What follows belongs to an exercise in optimizing a design on an open flow for small area, a short achievable clock period and few clock cycles; a production flow would make more cautious choices. Only simulation tests tie the RTL to the original design; equivalence was not proved.

==> flow/design.v <==
module huffman(clk, reset, gray_valid, CNT_valid,  gray_data, CNT1, CNT2, CNT3, CNT4, CNT5, CNT6,
    code_valid, HC1, HC2, HC3, HC4, HC5, HC6, M1, M2, M3, M4, M5, M6);
input clk;
input reset;
input gray_valid;
input [7:0] gray_data;
output reg CNT_valid;
output [7:0] CNT1, CNT2, CNT3, CNT4, CNT5, CNT6;
output reg code_valid;
output [7:0] HC1, HC2, HC3, HC4, HC5, HC6;
output [7:0] M1, M2, M3, M4, M5, M6;
reg [6:0] W1, W2, W3, W4, W5;
reg [6:0] V;
reg [6:0] amount;    
reg [2:0] ptr [0:5];
reg [4:0] hc [0:5];
reg [4:0] m [0:5];
assign CNT1 = {1'b0, W5};
assign CNT2 = {1'b0, V};
assign CNT3 = {1'b0, W1};
assign CNT4 = {1'b0, W2};
assign CNT5 = {1'b0, W3};
assign CNT6 = {1'b0, W4};
assign HC1 = {3'b0, hc[0]};
assign HC2 = {3'b0, hc[1]};
assign HC3 = {3'b0, hc[2]};
assign HC4 = {3'b0, hc[3]};
assign HC5 = {3'b0, hc[4]};
assign HC6 = {3'b0, hc[5]};
assign M1 = {3'b0, m[0][4:1], 1'b1};
assign M2 = {3'b0, m[1][4:1], 1'b1};
assign M3 = {3'b0, m[2][4:1], 1'b1};
assign M4 = {3'b0, m[3][4:1], 1'b1};
assign M5 = {3'b0, m[4][4:1], 1'b1};
assign M6 = {3'b0, m[5][4:1], 1'b1};
reg counting, sorting, merging;
reg [4:1] U;
reg ph;              
reg [5:1] Tr;
wire last_sort = sorting & !U[1];
wire last_merge = merging & !U[1];
wire cmp_cycle = (sorting | merging) & !ph;
wire ins_cycle = (sorting | merging) & ph;
wire drop = merging & cmp_cycle;
function lt7;
    input [6:0] a, b;
    reg [6:0] l, g;
    begin
        l = ~a & b;
        g = a & ~b;
        lt7 = l[6] | ~g[6] & (l[5] | ~g[5] & (l[4] | ~g[4] & (l[3] | ~g[3] &
              (l[2] | ~g[2] & (l[1] | ~g[1] & l[0])))));
    end
endfunction
wire lt1 = lt7(W1, V);
wire lt2 = lt7(W2, V);
wire lt3 = lt7(W3, V);
wire lt4 = lt7(W4, V);
wire lt5 = lt7(W5, V);
wire [5:1] Tc;
assign Tc[1] = merging ? lt2 : (lt1 | U[1]);
assign Tc[2] = merging ? lt3 : (lt2 | U[2]);
assign Tc[3] = merging ? lt4 : (lt3 | U[3]);
assign Tc[4] = merging ? lt5 : (lt4 | U[4]);
assign Tc[5] = !merging & lt5;
wire [6:1] T = {1'b0, Tr};
wire [2:0] p = {T[4], T[2] & !T[4], (T[1] & !T[2]) | (T[3] & !T[4]) | T[5]};
wire [6:0] D = 7'd127;    
function [6:0] pick;
    input up, here;
    input [6:0] w1, w0, v;
    pick = here ? v : up ? w1 : w0;
endfunction
wire [2:0] sym = gray_data[2:0];
wire take = counting & gray_valid;
reg selw2, selv;
wire [6:0] vnext = W1 + (({7{selw2}} & W2) | ({7{selv}} & V));
always @(posedge clk) begin
    if (reset) begin
        amount <= 7'd0;
        counting <= 1'b1;
        sorting <= 1'b0;
        merging <= 1'b0;
        U <= 4'b1111;
        ph <= 1'b0;
        CNT_valid <= 1'b0;
        code_valid <= 1'b0;
        V <= 7'd0;
        W1 <= 7'd0; W2 <= 7'd0; W3 <= 7'd0; W4 <= 7'd0; W5 <= 7'd0;
    end else begin
        CNT_valid <= take && amount == 7'd99;
        code_valid <= last_merge;
        if (take) amount <= amount + 7'd1;
        if (take && amount == 7'd99) begin
            counting <= 1'b0;
            sorting <= 1'b1;
        end
        if (ins_cycle & last_sort) begin
            sorting <= 1'b0;
            merging <= 1'b1;
        end
        if (last_merge) merging <= 1'b0;
        ph <= cmp_cycle & !last_merge;
        if (ins_cycle) U <= last_sort ? 4'b1111 : {1'b0, U[4:2]};
        if (take) begin
            if (sym == 3'd1) W5 <= W5 + 7'd1;
            if (sym == 3'd2) V  <= V  + 7'd1;
            if (sym == 3'd3) W1 <= W1 + 7'd1;
            if (sym == 3'd4) W2 <= W2 + 7'd1;
            if (sym == 3'd5) W3 <= W3 + 7'd1;
            if (sym == 3'd6) W4 <= W4 + 7'd1;
        end
        if (drop) begin
            W1 <= W2; W2 <= W3; W3 <= W4; W4 <= W5; W5 <= D;
        end
        if (ins_cycle) begin
            W1 <= pick(T[2], T[1] & !T[2], W2, W1, V);
            W2 <= pick(T[3], T[2] & !T[3], W3, W2, V);
            W3 <= pick(T[4], T[3] & !T[4], W4, W3, V);
            W4 <= pick(T[5], T[4] & !T[5], W5, W4, V);
            W5 <= pick(1'b0, T[5],         D,  W5, V);
            V <= vnext;
        end
    end
end
wire sum_next = merging | last_sort;
always @(posedge clk) begin
    Tr <= Tc;
    selw2 <= sum_next & Tc[2];
    selv <= sum_next & !Tc[2];
end
wire [2:0] dst0 = p;
wire [2:0] dst1 = T[1] ? 3'd0 : 3'd1;
wire [2:0] dst2 = T[2] ? 3'd1 : 3'd2;
wire [2:0] dst3 = T[3] ? 3'd2 : 3'd3;
wire [2:0] dst4 = T[4] ? 3'd3 : 3'd4;
wire [2:0] dst5 = T[5] ? 3'd4 : 3'd5;
function [2:0] dst;
    input [2:0] j;
    input [2:0] d0, d1, d2, d3, d4, d5;
    case (j)
        3'd0: dst = d0;
        3'd1: dst = d1;
        3'd2: dst = d2;
        3'd3: dst = d3;
        3'd4: dst = d4;
        default: dst = d5;
    endcase
endfunction
integer s;
always @(posedge clk) begin
    if (reset) begin
        ptr[0] <= 3'd5;
        ptr[1] <= 3'd0;
        ptr[2] <= 3'd1;
        ptr[3] <= 3'd2;
        ptr[4] <= 3'd3;
        ptr[5] <= 3'd4;
    end else if (drop) begin
        for (s = 0; s < 6; s = s + 1)
            if (ptr[s] != 3'd0) ptr[s] <= ptr[s] - 3'd1;
    end else if (ins_cycle) begin
        for (s = 0; s < 6; s = s + 1)
            ptr[s] <= dst(ptr[s], dst0, dst1, dst2, dst3, dst4, dst5);
    end
end
always @(posedge clk) begin
    if (reset) begin
        for (s = 0; s < 6; s = s + 1) begin
            hc[s] <= 5'd0;
            m[s] <= 5'd0;
        end
    end else if (drop) begin
        for (s = 0; s < 6; s = s + 1) begin
            if (ptr[s] <= 3'd1) begin
                m[s] <= {m[s][3:0], 1'b1};
                hc[s] <= hc[s] | (({m[s][3:0], 1'b1} & ~m[s]) & {5{ptr[s] == 3'd0}});
            end
        end
    end
end
endmodule
clock: 4.5 ns
lec_check: 0
cap_margin: 20
core_margin: 2
core_utilization: 40
cts_buf_list: sky130_fd_sc_hd__clkbuf_8
place_density: 0.6
setup_slack_margin: 2.3
slew_margin: 20
standard.sh (not shown) runs the stock make flow with config.mk's settings and CLKGATE_MAP_FILE= SYNTH_SCRIPT=/design/flow/synth_recipe.tcl, a recipe that flattens the netlist after the stock synthesis.
==> flow/flow/run.sh <==
#!/bin/bash
# Standard layout, but with the smallest buffer on the ports.
set -euo pipefail
sed 's|"\${@:-finish}"|BUFFER_PORTS_ARGS="-buffer_cell sky130_fd_sc_hd__buf_1" "${@:-finish}"|' standard.sh > my_standard.sh
bash my_standard.sh > flow.log 2>&1
The baseline finished with timing, DRC and antenna clean.
Testbench counts at the start, summed over its fixed seeds: cycles 38,400.
Then changed:
--- a/flow/design.v
+++ b/flow/design.v
@@ -150,5 +150,5 @@
 integer s;
 always @(posedge clk) begin
-    if (reset) begin
+    if (counting) begin
         ptr[0] <= 3'd5;
         ptr[1] <= 3'd0;
@@ -166,5 +166,5 @@
 end
 always @(posedge clk) begin
-    if (reset) begin
+    if (counting) begin
         for (s = 0; s < 6; s = s + 1) begin
             hc[s] <= 5'd0;
The changed run finished clean.
Count of clock-buffer cells in the layout drops by 1.
Final cell count drops slightly.
Setup slack is better by 0.035 ns.
Non-clock buffer count drops by 6.
Design area stays flat.
Testbench counts after the change, summed over its fixed seeds: cycles 38,400.

[static timing again, ports no longer ideal]
No port has a modelled driver above. Below, the same layouts with a new extraction and two added sets of constraints. Step 1 assumes that a clkbuf_16 drives the clock port and a buf_2 every other input. Step 2 adds t to the input delays and takes it off the output delays; t is the mean of the earliest and latest rising clock arrival at the registers after step 1. Input paths then give back, and output paths get back, about the clock's delay inside the block. Three values: no drivers, after step 1, after step 2; two values: the first two.
run | shift t [ns] | slack for setup (ns) | worst setup path at the end | slew at the worst register clock pin (ns)
the first run | 0.480 | 2.356 / 2.356 / 1.915 | input to register | 0.09 / 0.09
the second run | 0.493 | 2.391 / 2.354 / 1.938 | input to register | 0.10 / 0.10
After both steps every run listed still meets setup and hold. For the second run, which loses most, drivers alone change the setup slack by -0.037 ns; drivers and shift together by -0.453 ns.
